Context: an optimization exercise on an open-source flow, tuned for small area. The choices shown serve that exercise and are no tape-out recipe. RTL that was checked went through simulation tests only; none was proved equivalent to the original. For run 1, only the layout was checked, not whether the RTL still works. The clock input has no modelled driver; a real chip could not lean on it and would need a root buffer or a full tree. Power is estimated from default activity; no workload was simulated.

## flow/config.mk

```make
export PLATFORM = sky130hd
export DESIGN_NAME = TLC
export DESIGN_NICKNAME = TLC
export VERILOG_FILES = /design/flow/design.v
export SDC_FILE = /design/flow/constraint.sdc
export NUM_CORES = 4
export LEC_CHECK = 0
export CAP_MARGIN = 20
export CORE_MARGIN = 2
export CORE_UTILIZATION = 40
export SLEW_MARGIN = 20
```

## flow/constraint.sdc

```tcl
create_clock -name core_clock -period 10.0 [get_ports {clk}]
set_input_delay 2.0000 -clock core_clock [delete_from_list [all_inputs] [get_ports {clk}]]
set_output_delay 2.0000 -clock core_clock [all_outputs]
set_load 0.01 [all_outputs]
```

## flow/design.v

```verilog
module TLC(HG,HY,HR,FG,FY,FR,FL_show,HL_show,time_short,time_long,time_buf,coil,button,rst,clk);
	input coil,button,rst,clk;
	input [6:0] time_short,time_long;
	output HG,HY,HR,FG,FY,FR;
	output [6:0] HL_show,FL_show;
	input [3:0] time_buf;
	function [6:0] add7;
		input [6:0] a, b;
		input ci;
		integer i;
		reg cy;
		begin
			cy = ci;
			for (i = 0; i < 7; i = i + 1) begin
				add7[i] = a[i] ^ b[i] ^ cy;
				cy = (a[i] & b[i]) | (cy & (a[i] ^ b[i]));
			end
		end
	endfunction
	reg [2:0] s, ns;
	reg [6:0] H, F;
	wire H1 = (H == 7'd1);
	wire F1 = (F == 7'd1);
	wire FE = (F == add7({3'd0, time_buf}, 7'd2, 1'b0));
	always @* begin
		case (s)
			3'd0: ns = H1 ? 3'd1 : 3'd0;
			3'd1: ns = button ? 3'd3 : coil ? 3'd2 : 3'd1;
			3'd2: ns = !coil ? 3'd1 : H1 ? 3'd3 : 3'd2;
			3'd3: ns = H1 ? 3'd4 : 3'd3;
			3'd4: ns = FE ? 3'd5 : 3'd4;
			3'd5: ns = F1 ? 3'd6 : 3'd5;
			3'd6: ns = F1 ? 3'd7 : 3'd6;
			default: ns = FE ? 3'd0 : 3'd7;
		endcase
	end
	wire p0 = s == 3'd0, p1 = s == 3'd1, p2 = s == 3'd2, p3 = s == 3'd3;
	wire p4 = s == 3'd4, p5 = s == 3'd5, p6 = s == 3'd6, p7 = s == 3'd7;
	wire hl_tb = rst || (p1 && !button);
	wire hl_ts = !rst && ((p1 && button) || (p2 && H1));
	wire hl_tl = !rst && p3 && H1;
	wire hl = hl_tb || hl_ts || hl_tl;
	wire [6:0] ha = hl_tb ? {3'd0, time_buf} : hl_ts ? time_short : hl_tl ? time_long : H;
	wire hm = !hl && !p4;
	wire [6:0] Hn = add7(ha, {hm, hm, hm, hm, hm, hm || (p4 && !hl), hm}, hl || p4);
	wire fl_ts = rst || (p7 && FE);
	wire fl_tl = !rst && p5 && F1;
	wire fl = fl_ts || fl_tl;
	wire fu = !rst && (p7 || (p6 && F1));
	wire [6:0] fa = fl_ts ? time_short : fl_tl ? time_long : F;
	wire fm = !fl && !fu && !(p0 || p1 || p2);
	wire [6:0] Fn = add7(fa, {fm, fm, fm, fm, fm, fm, fm || (p0 && !fl)}, fl || fu || p0);
	always @(posedge clk) begin
		s <= rst ? 3'd0 : ns;
		H <= Hn;
		F <= Fn;
	end
	assign HL_show = (p1 || p2) ? 7'd99 : p4 ? 7'd0 : H;
	assign FL_show = (p0 || p1 || p2) ? 7'd99 : p7 ? 7'd0 : F;
	assign HG = p1 || p2 || p3;
	assign HY = p4;
	assign HR = p0 || p5 || p6 || p7;
	assign FG = p6;
	assign FY = p7;
	assign FR = !(p6 || p7);
endmodule
```

## flow/flow/run.sh

```bash
#!/bin/bash
# Own layout flow: the standard flow (standard.sh) with three changes:
#  - synthesis: synth_recipe.tcl's passes unchanged (synth -nofsm -noshare, flatten, rename),
#    but ABC maps the logic with area-oriented scripts (flow/area*.abc, smallest result kept)
#    and without full-adder extraction;
#  - port buffers are the smallest buffer cell (buf_1);
#  - clock tree: one clkbuf_4 from the clock port to all registers, no dummy loads.
# ORFS writes each tool's log under orfs/logs; make's own output goes to flow_make.log.
set -euo pipefail
here=$(pwd)
export MY_ABC_DIR=$here/flow
bash standard.sh \
  SYNTH_SCRIPT=$here/flow/my_synth.tcl \
  ADDER_MAP_FILE= \
  "BUFFER_PORTS_ARGS=-buffer_cell sky130_fd_sc_hd__buf_1" \
  "CTS_ARGS=-buf_list sky130_fd_sc_hd__clkbuf_4 -root_buf sky130_fd_sc_hd__clkbuf_4 -dont_use_dummy_load -repair_clock_nets" \
  finish > $here/flow_make.log 2>&1
```

## flow/flow/area0.abc

```
strash
balance
rewrite
refactor
balance
rewrite
rewrite -z
balance
refactor -z
rewrite -z
balance
balance -l
resub -K 6 -l
rewrite -l
resub -K 6 -N 2 -l
refactor -l
resub -K 8 -l
balance -l
resub -K 8 -N 2 -l
rewrite -l
resub -K 10 -l
rewrite -z -l
resub -K 10 -N 2 -l
balance -l
resub -K 12 -l
refactor -z -l
resub -K 12 -N 2 -l
rewrite -z -l
balance -l
dch -f
amap
topo
```

## flow/flow/area1.abc

```
strash
&get -n
&deepsyn -T 20 -S 1
&put
dch -f
amap -m -F 3
topo
```

## flow/flow/area2.abc

```
strash
&get -n
&deepsyn -T 20 -S 2
&put
dch -f
amap
topo
```

## flow/flow/area3.abc

```
strash
balance
rewrite
refactor
balance
rewrite
rewrite -z
balance
refactor -z
rewrite -z
balance
balance -l
resub -K 6 -l
rewrite -l
resub -K 6 -N 2 -l
refactor -l
resub -K 8 -l
balance -l
resub -K 8 -N 2 -l
rewrite -l
resub -K 10 -l
rewrite -z -l
resub -K 10 -N 2 -l
balance -l
resub -K 12 -l
refactor -z -l
resub -K 12 -N 2 -l
rewrite -z -l
balance -l
&get -n
&deepsyn -T 20 -S 3
&put
dch -f
amap -m -F 3
topo
```

## flow/flow/my_synth.tcl

```tcl
# synth_recipe.tcl, except that ABC maps the logic with each of the scripts flow/area*.abc
# (area-oriented) and the smallest result is kept. Registers are mapped before ABC, so the
# register cells and names are those of the standard synthesis.
proc synth {args} { yosys synth -nofsm -noshare {*}$args }
proc abc {args} {
  set i [lsearch -exact $args -script]
  set lib [lindex $args [expr {[lsearch -exact $args -liberty] + 1}]]
  yosys design -save preabc
  set best -1
  set bestarea 1e12
  set n 0
  foreach sc [lsort [glob $::env(MY_ABC_DIR)/area*.abc]] {
    yosys design -load preabc
    set a [lreplace $args [expr {$i+1}] [expr {$i+1}] $sc]
    if { [catch { yosys abc {*}$a } err] } { puts "ABC script $sc failed: $err"; incr n; continue }
    yosys tee -q -o $::env(RESULTS_DIR)/abc_try_$n.txt stat -liberty $lib
    set fp [open $::env(RESULTS_DIR)/abc_try_$n.txt r]; set txt [read $fp]; close $fp
    regexp {Chip area for module[^:]*:\s*([0-9.]+)} $txt -> area
    puts "ABC script $sc: area $area"
    if { $area < $bestarea } { set bestarea $area; set best $n }
    yosys design -save abc_res_$n
    incr n
  }
  puts "Keeping ABC result $best (area $bestarea)"
  yosys design -load abc_res_$best
}
source $::env(SCRIPTS_DIR)/synth.tcl
# left out here: clear keep_hierarchy, flatten, clean up, hide names made inside functions, write 1_2_yosys.v
```

## flow/standard.sh

```bash
#!/bin/bash
# synth_recipe.tcl (not shown) runs the flow's synth.tcl, then flattens the netlist and writes it again
# the make line also repeats each setting of config.mk as NAME=value (left out here)
make -C /OpenROAD-flow-scripts/flow DESIGN_CONFIG=/design/flow/config.mk WORK_HOME=/design/flow/orfs CLKGATE_MAP_FILE= SYNTH_SCRIPT=/design/flow/synth_recipe.tcl "${@:-finish}"
```

==> impl_metrics.env, run 1 <==
export IMPL_die_w_um=59.73
export IMPL_ctsResizeCount=0
export IMPL_maxSlewViolCount=0
export IMPL_gp_congestion=0.9318
export IMPL_tns_ns=0
export IMPL_wl_per_cell_um=13.86
export IMPL_grt_pass1_wl_mm=6.237
export IMPL_syn_instance_count=196
export IMPL_final_cell_mix="buf_1 (41), nor2_1 (39), clkinv_1 (35), o21ai_0 (21), a21oi_1 (20)"
export IMPL_final_period_utilization_pct=63.11
export IMPL_ys_seq_elements=17
export IMPL_hold_path_class="flop to flop"
export IMPL_nNetsFinal=264
export IMPL_place_detailed_hpwl_mm=3.074
export IMPL_root_buffer="clkbuf_4"
export IMPL_criticalPathCategory="input pin to flop"
export IMPL_outcome="finished clean"
export IMPL_hold_buffers=0
export IMPL_synth_distinct_cells=23
export IMPL_worstPathArrival_ns=6.49
export IMPL_hold_viol=0
export IMPL_vdd_drop_max_v=0.0001027
export IMPL_final_util_pct=48.83
export IMPL_post_cts_buffers=0
export IMPL_via_per_inst=5.692
export IMPL_row_count=20
export IMPL_layout_min_cycle_time_ns=6.311
export IMPL_synth_yosys_seq_area_share_pct=27.39
export IMPL_critPathMaxFanout=10
export IMPL_grt_usage_pct=23.04
export IMPL_drc_errors=0
export IMPL_path_clk_slew_ns=0.12
export IMPL_postRouteAntennaNets=0
export IMPL_worst_pin_slew_ns=1.075
export IMPL_drive_above_1_share_pct=1.667
export IMPL_dieHeight_um=59.73
export IMPL_htreeDepth=1
export IMPL_p_leak_nw=0.4853
export IMPL_coreArea_mm2=0.003003
export IMPL_cts_tree="yes"
export IMPL_total_power_uw=377.4
export IMPL_rsz0062_at_grt="no"
export IMPL_cp_required_ns=10.18
export IMPL_dieArea_mm2=0.003568
export IMPL_io_buffers=41
export IMPL_ctsLongestPathBuffers=2
export IMPL_setup_violations=0
export IMPL_drt_total_wl_mm=3.785
export IMPL_netlist_area_mm2=0.001242
export IMPL_grt_max_degree=11
export IMPL_synth_xor_area_share_pct=0
export IMPL_final_common_cell="buf_1"
export IMPL_clock_sinks=17
export IMPL_synth_main_ff_cell="dfxtp_1"
export IMPL_synth_top_family_by_area="compound AO/OA/AOI/OAI gates"
export IMPL_syn_nets=218
export IMPL_maxSlewHeadroom_pct=27.59
export IMPL_area_growth_pct=18.03
export IMPL_worstSkewPairLatency_ns=0.30
export IMPL_first_pass_iters=4
export IMPL_synth_edf_count=0
export IMPL_syn_avg_cell_area_um2=6.339
export IMPL_power_density_mw_per_mm2=257.4
export IMPL_end_kind="flop"
export IMPL_grt_pass1_vias=1314
export IMPL_ys_warn_count=1
export IMPL_fin_skew_ns=0.01376
export IMPL_cts_buffers=3
export IMPL_async_reset_ff_share_pct=0
export IMPL_start_util_pct=41.38
export IMPL_fillers=328
export IMPL_antenna_found_initial=0
export IMPL_synth_compound_area_share_pct=35.05
export IMPL_crit_path_start_kind="input pin"
export IMPL_drt_iter0_markers=138
export IMPL_fmax_ghz=0.1585
export IMPL_synth_fa_ha_area_share_pct=0
export IMPL_antenna_cells=0
export IMPL_synth_mux_area_fraction_pct=0.8056
export IMPL_maxCapViolations=0
export IMPL_num_io_pins=42
export IMPL_vias=1554
export IMPL_grt_overflow=0
export IMPL_yosys_area_share_simple_pct=26.18
-- area by class of cell --
type,instances,area [um2],share of cell area (%)
Multi-Input combinational cell,144,777.0,52.99
Sequential cell,17,340.3,23.21
Timing Repair Buffer,41,153.9,10.49
Inverter,35,131.4,8.959
Tap cell,33,41.29,2.816
Clock buffer,3,22.52,1.536
-- final timing paths --
kind                                   from  endpoint  slack [ns]  cells past startpoint
worst min register to register         s[1]      s[0]        0.64                      4
worst min-delay path                   s[1]      s[0]        0.64                      4
worst max register to register         s[0]      F[6]        4.98                     20
worst max-delay path            time_buf[3]      F[6]        3.69                     21
-- where the power goes --
part,internal (mW),total [mW],switching (mW)
logic,0.0786,0.218,0.139
registers,0.0950,0.122,0.0269
clock network,0.0140,0.0376,0.0236
-- cells in the mapped netlist (2+ instances only) --
master	instances	area, um2
nor3_1	3	15.01
nor2_1	39	146.4
o32ai_1	2	17.52
nand2_1	11	41.29
o22ai_1	9	56.30
o21ai_0	21	105.1
nand4_1	2	12.51
nor4_1	5	31.28
nor2b_1	6	37.54
a31oi_1	5	31.28
nand3_1	3	15.01
a222oi_1	10	100.1
clkinv_1	35	131.4
dfxtp_1	17	340.3
a21oi_1	20	100.1
-- logic make-up (layout without fill, tap and decap cells) --
kind of cell | after synthesis | after routing
buf+inv | 35 | 79
mux | 1 | 1
compound gates | 70 | 70
flops | 17 | 17
simple gates | 73 | 73
-- critical path: stages --
cell and delay [ns]:
buf_1 0.14, clkinv_1 0.10, a222oi_1 0.32, a31oi_1 0.08, nor4_1 0.40, clkinv_1 0.15, o21ai_0 0.86, clkinv_1 0.47
o22ai_1 0.26, o21ai_0 0.15, nor2_1 0.15, a31oi_1 0.10, o22ai_1 0.25, nor2_1 0.08, a21oi_1 0.22, nor2_1 0.09
nor2b_1 0.17, o22a_1 0.17, o221ai_1 0.13, nor2_1 0.13, a21oi_1 0.05
-- sequential cells by signal, summed over array words and instances, names as in the netlist --
register / count
F: 7
s: 3
H: 7
-- stage by stage --
step	hold WS, ns	instance area (um2)	setup slack (ns)	instances
CTS	0.6515	1460	3.835	273
detailed placement	0.6246	1438	3.537	270
global route	0.6804	1466	3.240	273
global placement	0.6051	1438	3.810	270
floorplan	0.5451	1242	4.455	196
finish	0.6381	1466	3.689	273
-- layer usage --
layer  track usage [%]  share of wire (%)
met1             33.33                 48
met3             4.762                6.5
met2             35.25                 44
met4             5.079                1.2
met5                 0                  0
==> run 2: changes to the inputs <==
--- a/flow/design.v
+++ b/flow/design.v
@@ -19,4 +19,5 @@
 	endfunction
 	reg [2:0] s, ns;
+	localparam [2:0] E0 = 3'd0, E1 = 3'd1, E2 = 3'd3, E3 = 3'd2, E4 = 3'd5, E5 = 3'd7, E6 = 3'd6, E7 = 3'd4;
 	reg [6:0] H, F;
 	wire H1 = (H == 7'd1);
@@ -25,16 +26,16 @@
 	always @* begin
 		case (s)
-			3'd0: ns = H1 ? 3'd1 : 3'd0;
-			3'd1: ns = button ? 3'd3 : coil ? 3'd2 : 3'd1;
-			3'd2: ns = !coil ? 3'd1 : H1 ? 3'd3 : 3'd2;
-			3'd3: ns = H1 ? 3'd4 : 3'd3;
-			3'd4: ns = FE ? 3'd5 : 3'd4;
-			3'd5: ns = F1 ? 3'd6 : 3'd5;
-			3'd6: ns = F1 ? 3'd7 : 3'd6;
-			default: ns = FE ? 3'd0 : 3'd7;
+			E0: ns = H1 ? E1 : E0;
+			E1: ns = button ? E3 : coil ? E2 : E1;
+			E2: ns = !coil ? E1 : H1 ? E3 : E2;
+			E3: ns = H1 ? E4 : E3;
+			E4: ns = FE ? E5 : E4;
+			E5: ns = F1 ? E6 : E5;
+			E6: ns = F1 ? E7 : E6;
+			default: ns = FE ? E0 : E7;
 		endcase
 	end
-	wire p0 = s == 3'd0, p1 = s == 3'd1, p2 = s == 3'd2, p3 = s == 3'd3;
-	wire p4 = s == 3'd4, p5 = s == 3'd5, p6 = s == 3'd6, p7 = s == 3'd7;
+	wire p0 = s == E0, p1 = s == E1, p2 = s == E2, p3 = s == E3;
+	wire p4 = s == E4, p5 = s == E5, p6 = s == E6, p7 = s == E7;
 	wire hl_tb = rst || (p1 && !button);
 	wire hl_ts = !rst && ((p1 && button) || (p2 && H1));
@@ -52,5 +53,5 @@
 	wire [6:0] Fn = add7(fa, {fm, fm, fm, fm, fm, fm, fm || (p0 && !fl)}, fl || fu || p0);
 	always @(posedge clk) begin
-		s <= rst ? 3'd0 : ns;
+		s <= rst ? E0 : ns;
 		H <= Hn;
 		F <= Fn;
==> run 2 against run 1 <==
  * Sequential share of layout area is 0.32 points higher
  * Design area is 1.4% lower
  * Count of clock-buffer cells in the layout stayed put
  * Synthesized cell count is 3.1% lower
  * Critical path type unchanged
==> impl_metrics.env, run 2 <==
export IMPL_nNetsFinal=259
export IMPL_syn_nets=212
export IMPL_final_common_cell="buf_1"
export IMPL_post_cts_buffers=0
export IMPL_grt_overflow=0
export IMPL_gp_congestion=0.8692
export IMPL_yosysTopAreaCell="dfxtp_1"
export IMPL_first_pass_iters=5
export IMPL_critPathMaxFanout=9
export IMPL_rsz0062_at_grt="no"
export IMPL_cp_required_ns=10.17
export IMPL_synth_main_ff_cell="dfxtp_1"
export IMPL_criticalPathCategory="input pin to flop"
export IMPL_regArea_um2=340.3
export IMPL_yosys_area_top_type_share_pct=27.87
export IMPL_power_frac_clock_pct=13.2
export IMPL_start_util_pct=41.01
export IMPL_drt_iter0_markers=129
export IMPL_synthTopCellsByCount="clkinv_1 (32), nor2_1 (32), o21ai_0 (24)"
export IMPL_layout_min_cycle_time_ns=5.117
export IMPL_cts_buffers=3
export IMPL_final_period_utilization_pct=51.17
export IMPL_final_util_pct=48.57
export IMPL_setup_violations=0
export IMPL_grt_pass1_vias=1269
export IMPL_switchingPower_uw=126.3
export IMPL_worst_pin_slew_ns=0.6380
export IMPL_end_kind="flop"
export IMPL_num_io_pins=42
export IMPL_place_detailed_hpwl_mm=3.083
export IMPL_total_power_uw=274.3
export IMPL_grt_usage_pct=22.67
export IMPL_multi_input_area_um2=760.7
export IMPL_stdcell_count=268
export IMPL_ys_seq_elements=17
export IMPL_die_w_um=59.26
export IMPL_synth_distinct_cells=24
export IMPL_dieArea_mm2=0.003511
export IMPL_sw_frac_of_total_pct=46.05
export IMPL_path_clk_slew_ns=0.11
export IMPL_grt_max_degree=10
export IMPL_p_seq_share_pct=39.5
export IMPL_fin_hold_ws_ns=0.5591
export IMPL_power_density_mw_per_mm2=189.7
export IMPL_fin_skew_ns=0.01391
export IMPL_synth_yosys_seq_area_share_pct=27.87
export IMPL_worstPathArrival_ns=5.28
export IMPL_antenna_cells=0
export IMPL_drive_above_1_share_pct=1.702
export IMPL_vdd_drop_max_v=0.00007861
export IMPL_maxSlewHeadroom_pct=57.14
export IMPL_cts_tree="yes"
export IMPL_top_regs="F x7, H x7, s x3"
export IMPL_synthTopCellsByArea="dfxtp_1 (28%), o21ai_0 (9.8%), clkinv_1 (9.8%)"
export IMPL_htreeDepth=1
export IMPL_row_count=20
export IMPL_cp_cell_sequence="buf_1, clkinv_1, a21oi_1, o2111ai_1, a211oi_1, o221ai_1, o31ai_1, buf_4, clkinv_1, o221ai_1, o21ai_0, o21a_1, o31ai_1, o21ai_0, nor3_1, nand2_1, nor2_1, o22ai_1, nor2_1, a21oi_1"
export IMPL_ctsLongestPathBuffers=2
export IMPL_ctsResizeCount=0
export IMPL_coreArea_mm2=0.002978
export IMPL_syn_instance_count=190
export IMPL_antenna_found_initial=0
export IMPL_placed_cells=265
export IMPL_dieHeight_um=59.26
export IMPL_clock_sinks=17
export IMPL_async_reset_ff_share_pct=0
export IMPL_worst_slack_ns=4.883
export IMPL_area_growth_pct=18.44
export IMPL_root_buffer="clkbuf_4"
export IMPL_intPower_uw=148.0
export IMPL_maxSlewViolCount=0
export IMPL_ys_warn_count=1
export IMPL_dpl_cell_area_mm2=0.001424
export IMPL_fmax_ghz=0.1954
export IMPL_vias=1539
export IMPL_syn_avg_cell_area_um2=6.427
export IMPL_io_buffers=41
export IMPL_drt_total_wl_mm=3.722
export IMPL_synth_edf_count=0
export IMPL_outcome="finished clean"
export IMPL_max_stage_delay_ns=0.34
export IMPL_final_area_mm2=0.001446
export IMPL_p_leak_nw=0.4720
export IMPL_final_cell_mix="buf_1 (41), clkinv_1 (32), nor2_1 (32), o21ai_0 (24)"
export IMPL_hold_viol=0
export IMPL_wl_per_cell_um=13.89
export IMPL_hold_path_class="flop to flop"
export IMPL_tns_ns=0
export IMPL_worstSkewPairLatency_ns=0.29
export IMPL_power_share_combinational_pct=47.2
export IMPL_crit_path_start_kind="input pin"
export IMPL_maxCapViolations=0
export IMPL_hold_buffers=0
export IMPL_fillers=333
export IMPL_place_ws_ns=4.673
export IMPL_drc_errors=0
export IMPL_grt_pass1_wl_mm=6.065
export IMPL_via_per_inst=5.743
export IMPL_postRouteAntennaNets=0
export IMPL_netlist_area_mm2=0.001221
export IMPL_crit_slowest_cell="o221ai_1"
-- run 2: critical path: cells and delay by family --
family | cells | cell delay [ns]
compound gates | 12 | 1.98
buf+inv | 4 | 0.65
simple gates | 4 | 0.64
-- run 2: cell families after synthesis --
kind of cell           after synthesis  synth area share (%)
AO/OA/AOI/OAI                       71                 36.58
AND/OR/NAND/NOR                     70                 25.72
buffers and inverters               32                 9.836
flip-flops                          17                 27.87
-- run 2: worst paths after layout --
check         startpoint  endpoint  slack [ns]  cells past startpoint
max          time_buf[3]      F[6]        4.88                     20
min reg2reg         s[2]      s[1]        0.56                      1
min                 s[2]      s[1]        0.56                      1
max reg2reg         s[1]      F[6]        6.18                     18
-- run 2: final cells by class --
cell class	instances	area share (%)
clock buffer	3	1.557
inverter	32	8.304
timing repair buffer	42	11.16
tap	33	2.855
multi-input combinational	141	52.60
sequential	17	23.53
-- run 2: power by group through the flow --
| stage | registers [mW] | logic, mW | clock network [mW] |
|---|---|---|---|
| after detailed placement | 0.109 | 0.128 | 0 |
| final | 0.108 | 0.130 | 0.0363 |
| after global placement | 0.110 | 0.129 | 0 |
| after global routing | 0.111 | 0.146 | 0.0405 |
| after floorplan | 0.101 | 0.0931 | 0 |
| after CTS | 0.108 | 0.129 | 0.0368 |
-- run 2: routing by layer --
| layer | global-route usage (%) | vias up | part of all wire, % |
|---|---|---|---|
| met5 | 0 | - | 0 |
| met4 | 9.416 | 0 | 1.8 |
| met3 | 2.838 | 8 | 5.9 |
| met2 | 32.03 | 59 | 43 |
| met1 | 34.22 | 684 | 49 |
| li1 | - | 788 | - |
==> run 3: changes to the inputs <==
==> flow/flow/run.sh (replaced) <==
#!/bin/bash
# Own layout flow: the standard flow (standard.sh) with these changes:
#  - synthesis: synth_recipe.tcl's passes unchanged (synth -nofsm -noshare, flatten, rename),
#    but ABC maps the logic with area-oriented scripts (flow/area*.abc, smallest result kept)
#    and without full-adder extraction;
#  - port buffers are the smallest buffer cell (buf_1);
#  - clock tree: CTS with a clkbuf_8 root and no dummy loads, then flow/post_cts.tcl drives
#    all registers from the root clock buffer alone.
# ORFS writes each tool's log under orfs/logs; make's own output goes to flow_make.log.
set -euo pipefail
here=$(pwd)
export MY_ABC_DIR=$here/flow
bash standard.sh \
  SYNTH_SCRIPT=$here/flow/my_synth.tcl \
  ADDER_MAP_FILE= \
  "BUFFER_PORTS_ARGS=-buffer_cell sky130_fd_sc_hd__buf_1" \
  "CTS_ARGS=-buf_list sky130_fd_sc_hd__clkbuf_4 -root_buf sky130_fd_sc_hd__clkbuf_8 -dont_use_dummy_load -repair_clock_nets" \
  POST_CTS_TCL=$here/flow/post_cts.tcl \
  finish > $here/flow_make.log 2>&1
==> flow/flow/post_cts.tcl (new file) <==
# After CTS: drive every clock sink straight from the root clock buffer, removing the
# leaf buffers that CTS placed below it (the design has few registers, all close together).
set block [ord::get_db_block]
set root [$block findInst clkbuf_0_clk]
if { $root != "NULL" } {
  set rnet ""
  foreach it [$root getITerms] { if { [$it isOutputSignal] } { set rnet [$it getNet] } }
  set leaves {}
  foreach it [$rnet getITerms] {
    set inst [$it getInst]
    if { $inst != $root && [string match "*clkbuf*" [[$inst getMaster] getName]] } { lappend leaves $inst }
  }
  foreach leaf $leaves {
    set lnet ""
    foreach it [$leaf getITerms] { if { [$it isOutputSignal] } { set lnet [$it getNet] } }
    foreach it [$lnet getITerms] {
      if { [$it getInst] != $leaf } { $it disconnect; $it connect $rnet }
    }
    puts "post_cts: removed clock buffer [$leaf getName]"
    odb::dbInst_destroy $leaf
    odb::dbNet_destroy $lnet
  }
  estimate_parasitics -placement
  report_clock_skew
  report_check_types -max_slew -max_capacitance
}
==> run 3 against run 2 <==
  * Via count down 0.13%
  * Flip-flop and latch count unchanged
  * Count of clock-buffer cells in the layout down 2
  * Area after synthesis unchanged
  * Setup slack worse by 0.076 ns
  * First-iteration DRC count up 23%
  * Non-clock buffer count unchanged
  * Register-to-register slack better by 0.03 ns
  * Critical endpoint unchanged
  * Largest cell class unchanged
  * Critical path depth unchanged
==> impl_metrics.env, run 3 <==
export IMPL_nNetsFinal=257
export IMPL_first_pass_iters=8
export IMPL_async_reset_ff_share_pct=0
export IMPL_critPathMaxFanout=9
export IMPL_clock_sinks=17
export IMPL_fin_hold_ws_ns=0.5430
export IMPL_holdPathEnd="s[1]"
export IMPL_grt_usage_pct=24.48
export IMPL_worstSkewPairLatency_ns=0.17
export IMPL_final_period_utilization_pct=51.93
export IMPL_syn_instance_count=190
export IMPL_regToRegSetupSlack_ns=6.21
export IMPL_postRouteAntennaNets=0
export IMPL_place_detailed_hpwl_mm=3.083
export IMPL_row_count=20
export IMPL_ff2ff_path_depth=18
export IMPL_final_cell_mix="buf_1 (41), clkinv_1 (32), nor2_1 (32), o21ai_0 (24)"
export IMPL_synth_main_ff_cell="dfxtp_1"
export IMPL_start_util_pct=41.01
export IMPL_criticalPathCategory="input pin to flop"
export IMPL_grt_max_degree=18
export IMPL_top_usage_layer="met1"
export IMPL_hold_path_class="flop to flop"
export IMPL_vdd_drop_max_v=0.00007871
export IMPL_dieHeight_um=59.26
export IMPL_use_met1_pct=36.76
export IMPL_coreArea_mm2=0.002978
export IMPL_reg2reg_from="s[1]"
export IMPL_hold_viol=0
export IMPL_antenna_cells=0
export IMPL_grt_overflow=0
export IMPL_drc_errors=0
export IMPL_yosys_area_top_type_share_pct=27.87
export IMPL_hold_path_cell_count=1
export IMPL_synth_distinct_cells=24
export IMPL_worst_pin_slew_ns=0.6183
export IMPL_synthTopCellsByCount="clkinv_1 (32), nor2_1 (32), o21ai_0 (24)"
export IMPL_crit_path_start_kind="input pin"
export IMPL_num_io_pins=42
export IMPL_gp_congestion=0.8692
export IMPL_drt_iter0_markers=159
export IMPL_end_kind="flop"
export IMPL_fmax_ghz=0.1926
export IMPL_drt_total_wl_mm=3.759
export IMPL_critPathLaunch="time_buf[3]"
export IMPL_io_buffers=41
export IMPL_use_met2_pct=36.26
export IMPL_ys_seq_elements=17
export IMPL_synth_yosys_seq_area_share_pct=27.87
export IMPL_setup_violations=0
export IMPL_ys_warn_count=1
export IMPL_wl_per_cell_um=14.13
export IMPL_dpl_cell_area_mm2=0.001424
export IMPL_layout_min_cycle_time_ns=5.193
export IMPL_synthTopCellsByArea="dfxtp_1 (28%), o21ai_0 (9.8%), clkinv_1 (9.8%)"
export IMPL_synth_edf_count=0
export IMPL_p_leak_nw=0.4653
export IMPL_top_regs="F x7, H x7, s x3"
export IMPL_outcome="finished clean"
export IMPL_worst_slack_ns=4.807
export IMPL_via_per_inst=5.778
export IMPL_dieArea_mm2=0.003511
export IMPL_final_util_pct=48.28
export IMPL_holdCritStartpoint="s[2]"
export IMPL_netlist_area_mm2=0.001221
export IMPL_grt_pass1_wl_mm=5.996
export IMPL_cp_required_ns=10.06
export IMPL_die_w_um=59.26
export IMPL_place_ws_ns=4.673
export IMPL_power_density_mw_per_mm2=186.3
export IMPL_path_clk_slew_ns=0.12
export IMPL_fin_skew_ns=0.0006777
export IMPL_yosysTopAreaCell="dfxtp_1"
export IMPL_maxSlewHeadroom_pct=58.47
export IMPL_final_common_cell="buf_1"
export IMPL_vias=1537
export IMPL_drive_above_1_share_pct=0.8584
export IMPL_tns_ns=0
export IMPL_use_met3_pct=3.493
export IMPL_maxSlewViolCount=0
export IMPL_syn_nets=212
export IMPL_antenna_found_initial=0
export IMPL_maxCapViolations=0
export IMPL_r2r_end="F[6]"
export IMPL_worstPathArrival_ns=5.26
export IMPL_final_area_mm2=0.001438
export IMPL_syn_avg_cell_area_um2=6.427
export IMPL_grt_pass1_vias=1252
export IMPL_rsz0062_at_grt="no"
export IMPL_area_growth_pct=17.73
## run 3: cell types whose count changed in the layout (fill, tap and decap cells not counted), sizes merged
cell,delta
clkbuf,-2
## run 3: critical path: stages
cell	delay, ns
buf_1	0.14
clkinv_1	0.12
a21oi_1	0.16
o2111ai_1	0.11
a211oi_1	0.22
o221ai_1	0.18
o31ai_1	0.23
buf_4	0.20
clkinv_1	0.18
o221ai_1	0.33
o21ai_0	0.14
o21a_1	0.14
o31ai_1	0.10
o21ai_0	0.21
nor3_1	0.26
nand2_1	0.10
nor2_1	0.15
o22ai_1	0.11
nor2_1	0.12
a21oi_1	0.04
## run 3: report_power, final
group          switching [mW]  internal (mW)  total (mW)
combinational          0.0831         0.0463       0.129
sequential             0.0206         0.0877       0.108
clock                  0.0207        0.00942      0.0301
total                   0.124          0.143       0.268
## run 3: cell families (layout without fill, tap and decap cells)
kind of cell	count (synthesis)	after routing	share of synthesized area, %
AOI/OAI and AO/OA	71	71	36.58
buffers and inverters	32	75	9.836
DFF	17	17	27.87
and+or+nand+nor	70	70	25.72
## run 3: worst max-delay path by stage
stage	end	slack, ns	depth (start not counted)
after floorplan	F[6]	4.76	18
after global placement	F[6]	4.78	20
after detailed placement	F[6]	4.67	20
after global routing	F[6]	4.33	20
final	F[6]	4.81	20
## run 3: routing by layer
layer	up-vias	wire, um
met5	-	0
met4	0	99
met3	12	381
met2	86	1572
met1	660	1705
li1	779	-
## run 3: final cells by class
| type | instances | area, um2 |
|---|---|---|
| clock buffers | 1 | 13.76 |
| well taps | 33 | 41.29 |
| inverters | 32 | 120.1 |
| fillers | 335 | 1540 |
| multi-input cells | 141 | 760.7 |
| repair buffers | 42 | 161.4 |
| flip-flops and latches | 17 | 340.3 |
## run 3: per-stage QoR
| step | power, mW | cells |
|---|---|---|
| 6_report | 0.2678 | 266 |
| 5_1_grt | 0.2892 | 266 |
| 2_1_floorplan | 0.1937 | 190 |
| 3_5_place_dp | 0.2375 | 265 |
| 3_3_place_gp | 0.2388 | 265 |
==> run 4: changes to the inputs <==
==> flow/flow/area_ds00.abc (new file) <==
strash
&get -n
&deepsyn -T 10 -S 0
&put
dch -f
amap -m -F 3
strash
dch -f
amap -m -F 3
topo
==> flow/flow/area_ds01.abc (new file) <==
strash
&get -n
&deepsyn -T 10 -S 1
&put
dch -f
amap -m -F 3
strash
dch -f
amap -m -F 3
topo
==> flow/flow/area_ds02.abc (new file) <==
strash
&get -n
&deepsyn -T 10 -S 2
&put
dch -f
amap -m -F 3
strash
dch -f
amap -m -F 3
topo
==> flow/flow/area_ds03.abc (new file) <==
strash
&get -n
&deepsyn -T 10 -S 3
&put
dch -f
amap -m -F 3
strash
dch -f
amap -m -F 3
topo
==> flow/flow/area_ds04.abc (new file) <==
strash
&get -n
&deepsyn -T 10 -S 4
&put
dch -f
amap -m -F 3
strash
dch -f
amap -m -F 3
topo
==> flow/flow/area_ds05.abc (new file) <==
strash
&get -n
&deepsyn -T 10 -S 5
&put
dch -f
amap -m -F 3
strash
dch -f
amap -m -F 3
topo
==> flow/flow/area_ds06.abc (new file) <==
strash
&get -n
&deepsyn -T 10 -S 6
&put
dch -f
amap -m -F 3
strash
dch -f
amap -m -F 3
topo
==> flow/flow/area_ds07.abc (new file) <==
strash
&get -n
&deepsyn -T 10 -S 7
&put
dch -f
amap -m -F 3
strash
dch -f
amap -m -F 3
topo
==> flow/flow/area_ds08.abc (new file) <==
strash
&get -n
&deepsyn -T 10 -S 8
&put
dch -f
amap -m -F 3
strash
dch -f
amap -m -F 3
topo
==> flow/flow/area_ds09.abc (new file) <==
strash
&get -n
&deepsyn -T 10 -S 9
&put
dch -f
amap -m -F 3
strash
dch -f
amap -m -F 3
topo
==> flow/flow/area_ds10.abc (new file) <==
strash
&get -n
&deepsyn -T 10 -S 10
&put
dch -f
amap -m -F 3
strash
dch -f
amap -m -F 3
topo
==> flow/flow/area_ds11.abc (new file) <==
strash
&get -n
&deepsyn -T 10 -S 11
&put
dch -f
amap -m -F 3
strash
dch -f
amap -m -F 3
topo
==> flow/flow/area_ds12.abc (new file) <==
strash
&get -n
&deepsyn -T 10 -S 12
&put
dch -f
amap -m -F 3
strash
dch -f
amap -m -F 3
topo
==> flow/flow/area_ds13.abc (new file) <==
strash
&get -n
&deepsyn -T 10 -S 13
&put
dch -f
amap -m -F 3
strash
dch -f
amap -m -F 3
topo
--- a/flow/config.mk
+++ b/flow/config.mk
@@ -8,4 +8,4 @@
 export CAP_MARGIN = 20
 export CORE_MARGIN = 2
-export CORE_UTILIZATION = 40
+export CORE_UTILIZATION = 30
 export SLEW_MARGIN = 20
removed: flow/flow/area1.abc
removed: flow/flow/area2.abc
removed: flow/flow/area3.abc
==> run 4 against run 3 <==
  * Wire length rose by 4.0%
  * Core utilization down 12 points
  * Clock skew is 0.0041 ns higher
  * Sequential share of layout area grew 0.062 points
  * First-iteration DRC count increased by 10%
  * Worst hold slack improved by 0.041 ns
  * Global-route usage fell by 4.8 points
  * Setup slack worse by 0.17 ns
  * Still clean
  * Die area grew 29%
==> impl_metrics.env, run 4 <==
export IMPL_drt_iter0_markers=175
export IMPL_synth_most_common_cell="nor2_1"
export IMPL_cp_required_ns=10.05
export IMPL_synth_main_ff_cell="dfxtp_1"
export IMPL_end_kind="flop"
export IMPL_ys_warn_count=1
export IMPL_num_io_pins=42
export IMPL_ys_seq_elements=17
export IMPL_hold_path_class="flop to flop"
export IMPL_synth_top_family_by_area="compound AO/OA/AOI/OAI gates"
export IMPL_grt_max_degree=18
export IMPL_coreArea_mm2=0.003943
export IMPL_place_detailed_hpwl_mm=3.257
export IMPL_power_density_mw_per_mm2=148.2
export IMPL_antenna_cells=0
export IMPL_synth_mux_area_fraction_pct=0
export IMPL_path_clk_slew_ns=0.11
export IMPL_postRouteAntennaNets=0
export IMPL_synth_compound_area_share_pct=35.86
export IMPL_io_buffers=41
export IMPL_async_reset_ff_share_pct=0
export IMPL_outcome="finished clean"
export IMPL_drc_errors=0
export IMPL_synth_xor_area_share_pct=0
export IMPL_drt_total_wl_mm=3.911
export IMPL_setup_violations=0
export IMPL_grt_overflow=0
export IMPL_start_util_pct=30.53
export IMPL_synth_yosys_seq_area_share_pct=28.27
export IMPL_p_leak_nw=0.4672
export IMPL_fin_skew_ns=0.004789
export IMPL_netlist_area_mm2=0.001204
export IMPL_final_common_cell="buf_1"
export IMPL_area_growth_pct=19.13
export IMPL_antenna_found_initial=0
export IMPL_worstSkewPairLatency_ns=0.17
export IMPL_final_cell_mix="buf_1 (41), nor2_1 (36), clkinv_1 (30), o21ai_0 (22), a21oi_1 (18)"
export IMPL_cp_cell_sequence="buf_1, clkinv_1, nor2_1, or2_0, o22ai_1, a31oi_1, a211oi_1, a21oi_1, clkinv_1, nand2_1, o21ai_0, o21a_1, o22ai_1, nand3_1, nor2b_1, o22ai_1, nor3_1, o22ai_1, nor2_1, a21oi_1"
export IMPL_clock_sinks=17
export IMPL_syn_instance_count=190
export IMPL_worstPathArrival_ns=5.41
export IMPL_syn_nets=212
export IMPL_yosys_area_top_type_share_pct=28.27
export IMPL_final_area_mm2=0.001434
export IMPL_crit_top_cell="o22ai_1"
export IMPL_hold_viol=0
export IMPL_wl_per_cell_um=13.87
export IMPL_nNetsFinal=256
export IMPL_die_w_um=67.34
export IMPL_tns_ns=0
export IMPL_synth_distinct_cells=23
export IMPL_grt_usage_pct=19.71
export IMPL_maxCapViolations=0
export IMPL_grt_pass1_vias=1389
export IMPL_maxSlewViolCount=0
export IMPL_synth_fa_ha_area_share_pct=0
export IMPL_syn_avg_cell_area_um2=6.335
export IMPL_stdcell_count=282
export IMPL_top_regs="F x7, H x7, s x3"
export IMPL_drive_above_1_share_pct=0.4310
export IMPL_crit_path_start_kind="input pin"
export IMPL_final_period_utilization_pct=53.60
export IMPL_maxSlewHeadroom_pct=48.18
export IMPL_dpl_cell_area_mm2=0.001420
export IMPL_dieHeight_um=67.34
export IMPL_vias=1544
export IMPL_fillers=467
export IMPL_synth_edf_count=0
export IMPL_worst_pin_slew_ns=0.7713
export IMPL_critPathMaxFanout=9
export IMPL_yosysTopAreaCell="dfxtp_1"
export IMPL_yosys_area_share_simple_pct=26.51
export IMPL_grt_pass1_wl_mm=6.203
export IMPL_vdd_drop_max_v=0.00004273
export IMPL_row_count=23
export IMPL_criticalPathCategory="input pin to flop"
export IMPL_max_stage_delay_ns=0.45
export IMPL_layout_min_cycle_time_ns=5.360
export IMPL_fmax_ghz=0.1866
export IMPL_first_pass_iters=5
export IMPL_via_per_inst=5.475
export IMPL_synthTopCellsByCount="nor2_1 (36), clkinv_1 (30), o21ai_0 (22)"
export IMPL_synthTopCellsByArea="dfxtp_1 (28%), nor2_1 (11%), clkinv_1 (9.4%)"
export IMPL_crit_slowest_cell="a21oi_1"
export IMPL_gp_congestion=0.8723
export IMPL_rsz0062_at_grt="no"
export IMPL_dieArea_mm2=0.004535
export IMPL_placed_cells=281
run 4: cell count changes in the layout (fill, tap and decap cells not counted), sizes merged, moves of 3 or more:
cell   before  now
nor2       32   36
nor3        4    7
o31ai       3    0
o22ai       5    9
run 4: kinds of logic (layout without fill, tap and decap cells):
logic type / Yosys count / in the layout
simple gates: 73 / 73
flops: 17 / 17
compound gates: 70 / 70
buf+inv: 30 / 72
run 4: power by group:
part | switching [mW] | internal, mW
Combinational | 0.0542 | 0.0333
Clock | 0.0192 | 0.00937
Sequential | 0.0139 | 0.0825
Total | 0.0872 | 0.125
run 4: final timing paths:
check / start / slack [ns] / depth (start not counted) / end
worst max register to register: F[3] / 6.10 / 19 / F[6]
worst min register to register: s[2] / 0.58 / 2 / s[2]
worst min-delay path: s[2] / 0.58 / 2 / s[2]
worst max-delay path: time_buf[3] / 4.64 / 20 / F[6]
run 4: worst max-delay path, delay by kind of cell:
family,cells,cell delay (ns)
AO/OA/AOI/OAI,10,1.63
AND/OR/NAND/NOR,7,1.21
buffers and inverters,3,0.57
run 4: cell type report:
cell class / instances / area [um2] / share of cell area, %
Sequential cell: 17 / 340.3 / 23.73
Multi-Input combinational cell: 143 / 750.7 / 52.36
Clock buffer: 1 / 13.76 / 0.9599
Inverter: 30 / 112.6 / 7.853
Timing Repair Buffer: 41 / 153.9 / 10.73
Tap cell: 50 / 62.56 / 4.363
run 4: routing by layer:
layer  share of wire, %  GRT usage (%)  wire, um  vias to the layer above
met4                2.6          5.867       101                        0
met1                 45          26.88      1752                      672
li1                   -              -         -                      776
met2                 44          32.55      1716                       83
met5                  0              0         0                        -
met3                8.7          2.333       341                       13
run 4: metrics by stage:
| step | utilization [%] | hold slack [ns] | total power [mW] | setup WS [ns] |
|---|---|---|---|---|
| after floorplan | - | 0.4963 | 0.1557 | 5.139 |
| final | 36.37 | 0.5842 | 0.2124 | 4.640 |
| after global placement | 36.02 | 0.5504 | 0.1845 | 4.680 |
| after global routing | 36.37 | 0.6185 | 0.2324 | 4.207 |
| after detailed placement | 36.02 | 0.5551 | 0.1855 | 4.493 |
==> run 5: changes to the inputs <==
--- a/flow/flow/run.sh
+++ b/flow/flow/run.sh
@@ -2,5 +2,6 @@
 # Own layout flow: the standard flow (standard.sh) with these changes:
 #  - synthesis: synth_recipe.tcl's passes unchanged (synth -nofsm -noshare, flatten, rename),
-#    but ABC maps the logic with area-oriented scripts (flow/area*.abc, smallest result kept)
+#    but ABC maps the logic with several area-oriented scripts (see flow/my_synth.tcl;
+#    the smallest result is kept)
 #    and without full-adder extraction;
 #  - port buffers are the smallest buffer cell (buf_1);
--- a/flow/flow/my_synth.tcl
+++ b/flow/flow/my_synth.tcl
@@ -1,14 +1,30 @@
-# synth_recipe.tcl, except that ABC maps the logic with each of the scripts flow/area*.abc
-# (area-oriented) and the smallest result is kept. Registers are mapped before ABC, so the
-# register cells and names are those of the standard synthesis.
+# synth_recipe.tcl, except that ABC maps the logic with several area-oriented scripts and the
+# smallest result is kept: flow/area0.abc, and ABC's &deepsyn with seeds 0..15 followed by two
+# or three rounds of dch + amap. Registers are mapped before ABC, so the register cells and
+# names are those of the standard synthesis.
 proc synth {args} { yosys synth -nofsm -noshare {*}$args }
 proc abc {args} {
   set i [lsearch -exact $args -script]
   set lib [lindex $args [expr {[lsearch -exact $args -liberty] + 1}]]
+  set scripts [list $::env(MY_ABC_DIR)/area0.abc]
+  foreach seed {0 1 2 3 4 5 6 7 8 9 10 11 12 13 14 15} {
+    foreach rounds {2 3} {
+      set f $::env(RESULTS_DIR)/area_s${seed}_r${rounds}.abc
+      set fp [open $f w]
+      puts $fp "strash\n&get -n\n&deepsyn -T 8 -S $seed\n&put"
+      for {set r 0} {$r < $rounds} {incr r} {
+        if { $r > 0 } { puts $fp "strash" }
+        puts $fp "dch -f\namap -m -F 3"
+      }
+      puts $fp "topo"
+      close $fp
+      lappend scripts $f
+    }
+  }
   yosys design -save preabc
   set best -1
   set bestarea 1e12
   set n 0
-  foreach sc [lsort [glob $::env(MY_ABC_DIR)/area*.abc]] {
+  foreach sc $scripts {
     yosys design -load preabc
     set a [lreplace $args [expr {$i+1}] [expr {$i+1}] $sc]
removed: flow/flow/area_ds00.abc
removed: flow/flow/area_ds01.abc
removed: flow/flow/area_ds02.abc
removed: flow/flow/area_ds03.abc
removed: flow/flow/area_ds04.abc
removed: flow/flow/area_ds05.abc
removed: flow/flow/area_ds06.abc
removed: flow/flow/area_ds07.abc
removed: flow/flow/area_ds08.abc
removed: flow/flow/area_ds09.abc
removed: flow/flow/area_ds10.abc
removed: flow/flow/area_ds11.abc
removed: flow/flow/area_ds12.abc
removed: flow/flow/area_ds13.abc
==> run 5 against run 4 <==
  * Still clean
  * Setup slack lost 0.051 ns
  * Combinational power grew 28%
  * Via count shrank 0.97%
  * Power grew 16%
  * Global-route usage shrank 0.21 points
  * Critical path depth shrank 5
  * First-iteration DRC count grew 27%
  * Critical endpoint is now H[6]
  * Largest cell class unchanged
==> impl_metrics.env, run 5 <==
export IMPL_outcome="finished clean"
export IMPL_path_clk_slew_ns=0.11
export IMPL_rsz0062_at_grt="no"
export IMPL_top_regs="F x7, H x7, s x3"
export IMPL_maxCapViolations=0
export IMPL_first_pass_iters=7
export IMPL_final_period_utilization_pct=54.11
export IMPL_postRouteAntennaNets=0
export IMPL_tns_ns=0
export IMPL_ys_seq_elements=17
export IMPL_grt_usage_pct=19.51
export IMPL_reg2reg_from="s[0]"
export IMPL_nNetsFinal=249
export IMPL_synth_distinct_cells=26
export IMPL_grt_pass1_vias=1314
export IMPL_holdCritStartpoint="s[0]"
export IMPL_die_w_um=67.08
export IMPL_synthTopCellsByCount="nor2_1 (38), clkinv_1 (29), o21ai_0 (21)"
export IMPL_syn_avg_cell_area_um2=6.523
export IMPL_setup_violations=0
export IMPL_crit_path_start_kind="input pin"
export IMPL_antenna_cells=0
export IMPL_hold_path_class="flop to flop"
export IMPL_syn_instance_count=183
export IMPL_via_per_inst=5.601
export IMPL_place_detailed_hpwl_mm=3.148
export IMPL_grt_max_degree=18
export IMPL_worstPathArrival_ns=5.46
export IMPL_row_count=22
export IMPL_drc_errors=0
export IMPL_worstSkewPairLatency_ns=0.17
export IMPL_fmax_ghz=0.1848
export IMPL_maxSlewViolCount=0
export IMPL_maxSlewHeadroom_pct=49.07
export IMPL_use_met3_pct=3.209
export IMPL_grt_overflow=0
export IMPL_netlist_area_mm2=0.001194
export IMPL_use_met1_pct=28.34
export IMPL_yosysTopAreaCell="dfxtp_1"
export IMPL_synth_edf_count=0
export IMPL_critPathLaunch="rst"
export IMPL_layout_min_cycle_time_ns=5.411
export IMPL_vias=1529
export IMPL_drive_above_1_share_pct=0.4444
export IMPL_start_util_pct=31.89
export IMPL_dieArea_mm2=0.004499
export IMPL_synthTopCellsByArea="dfxtp_1 (29%), nor2_1 (12%), a222oi_1 (9.2%)"
export IMPL_final_cell_mix="buf_1 (41), nor2_1 (38), clkinv_1 (29), o21ai_0 (21), dfxtp_1 (17)"
export IMPL_num_io_pins=42
export IMPL_use_met2_pct=28.84
export IMPL_p_leak_nw=0.4643
export IMPL_ys_warn_count=1
export IMPL_io_buffers=41
export IMPL_synth_main_ff_cell="dfxtp_1"
export IMPL_synth_most_common_cell="nor2_1"
export IMPL_multi_input_area_um2=744.5
export IMPL_regArea_um2=340.3
export IMPL_synth_yosys_seq_area_share_pct=28.51
export IMPL_top_usage_layer="met2"
export IMPL_fin_skew_ns=0.0009226
export IMPL_end_kind="flop"
export IMPL_hold_viol=0
export IMPL_critPathMaxFanout=8
export IMPL_criticalPathCategory="input pin to flop"
export IMPL_clock_sinks=17
export IMPL_antenna_found_initial=0
export IMPL_coreArea_mm2=0.003744
export IMPL_worst_pin_slew_ns=0.7581
export IMPL_vdd_drop_max_v=0.00005553
export IMPL_final_common_cell="buf_1"
export IMPL_fillers=445
export IMPL_cp_required_ns=10.05
export IMPL_syn_nets=205
export IMPL_final_util_pct=37.97
export IMPL_yosys_area_top_type_share_pct=28.51
export IMPL_grt_pass1_wl_mm=6.147
export IMPL_power_density_mw_per_mm2=173.6
export IMPL_wl_per_cell_um=14.21
export IMPL_dieHeight_um=67.08
export IMPL_area_growth_pct=19.08
export IMPL_gp_congestion=0.9311
export IMPL_total_power_uw=246.7
export IMPL_async_reset_ff_share_pct=0
export IMPL_drt_total_wl_mm=3.880
export IMPL_drt_iter0_markers=223
run 5: final timing paths:
kind	cells past startpoint	endpoint	slack, ns
setup / recovery	15	H[6]	4.59
setup reg to reg	16	H[6]	5.72
hold reg to reg	2	s[0]	0.63
hold / removal	2	s[0]	0.63
run 5: logic make-up (layout without fill, tap and decap cells):
logic type / after synthesis / count (layout) / share of synthesized area (%)
AOI/OAI and AO/OA: 68 / 68 / 37.32
buffers and inverters: 29 / 71 / 9.119
DFF: 17 / 17 / 28.51
and+or+nand+nor: 69 / 69 / 25.05
run 5: worst max-delay path, stage by stage:
cell and delay (ns):
buf_1 0.19, clkinv_1 0.25, a21oi_1 0.32, clkinv_1 0.30, a21oi_1 0.38, nor3_1 0.22
a222oi_1 0.51, nor2_1 0.10, a21oi_1 0.22, o22ai_1 0.16, or3_1 0.38, nor2b_1 0.17
o22ai_1 0.12, nor2_1 0.11, a21oi_1 0.05
run 5: power breakdown:
part / leakage (nW) / internal (mW) / switching, mW
clock network: 0.00719 / 0.00939 / 0.0196
registers: 0.142 / 0.0866 / 0.0195
logic: 0.315 / 0.0429 / 0.0687
total: 0.464 / 0.139 / 0.108
run 5: cell type report:
class | instances | area share (%)
multi-input combinational | 137 | 52.38
clock buffer | 1 | 0.9683
timing repair buffer | 41 | 10.83
inverter | 29 | 7.658
sequential | 17 | 23.94
tap | 48 | 4.225
run 5: layer usage:
metal | routed length [um] | vias up
met1 | 1783 | 675
met5 | 0 | -
li1 | - | 759
met3 | 408 | 8
met2 | 1615 | 87
met4 | 72 | 0
run 5: metrics by stage:
step           cells  hold WS, ns  area [um2]  worst slack (ns)
2_1_floorplan    183       0.5261        1194             5.371
3_5_place_dp     272       0.6099        1408             4.540
6_report         273       0.6332        1421             4.589
3_3_place_gp     272       0.6193        1408             4.487
5_1_grt          273       0.6711        1421             4.283

==> re-timing with driven ports <==
How much do the figures lean on ideal ports? The routed layouts below were timed once more, with nothing changed but the port constraints. Step 1: set_driving_cell puts a clkbuf_16 on clk and a buf_2 on each other input, an assumption about the parent block. Step 2, shift: input delay + t, output delay - t, t = (earliest + latest rising clock arrival at the registers) / 2. This alone moves slack from input paths to output paths. Three values: ideal ports, drivers, drivers and shift; two values: the first two.
| run | t, ns | setup WS [ns] | worst setup path at the end | worst data-port slew with drivers (ns) |
|---|---|---|---|---|
| run 1 | 0.314 | 3.689 / 3.689 / 3.375 | input to register | 0.03 |
| run 2 | 0.310 | 4.883 / 4.875 / 4.565 | input to register | 0.03 |
| run 3 | 0.196 | 4.807 / 4.801 / 4.606 | input to register | 0.03 |
| run 4 | 0.195 | 4.640 / 4.648 / 4.453 | input to register | 0.04 |
| run 5 | 0.193 | 4.589 / 4.590 / 4.397 | input to register | 0.03 |
After both steps setup and hold are still met in every run listed. The setup slack of run 2, which loses most, moves by -0.008 ns with the drivers and by -0.318 ns with both steps.
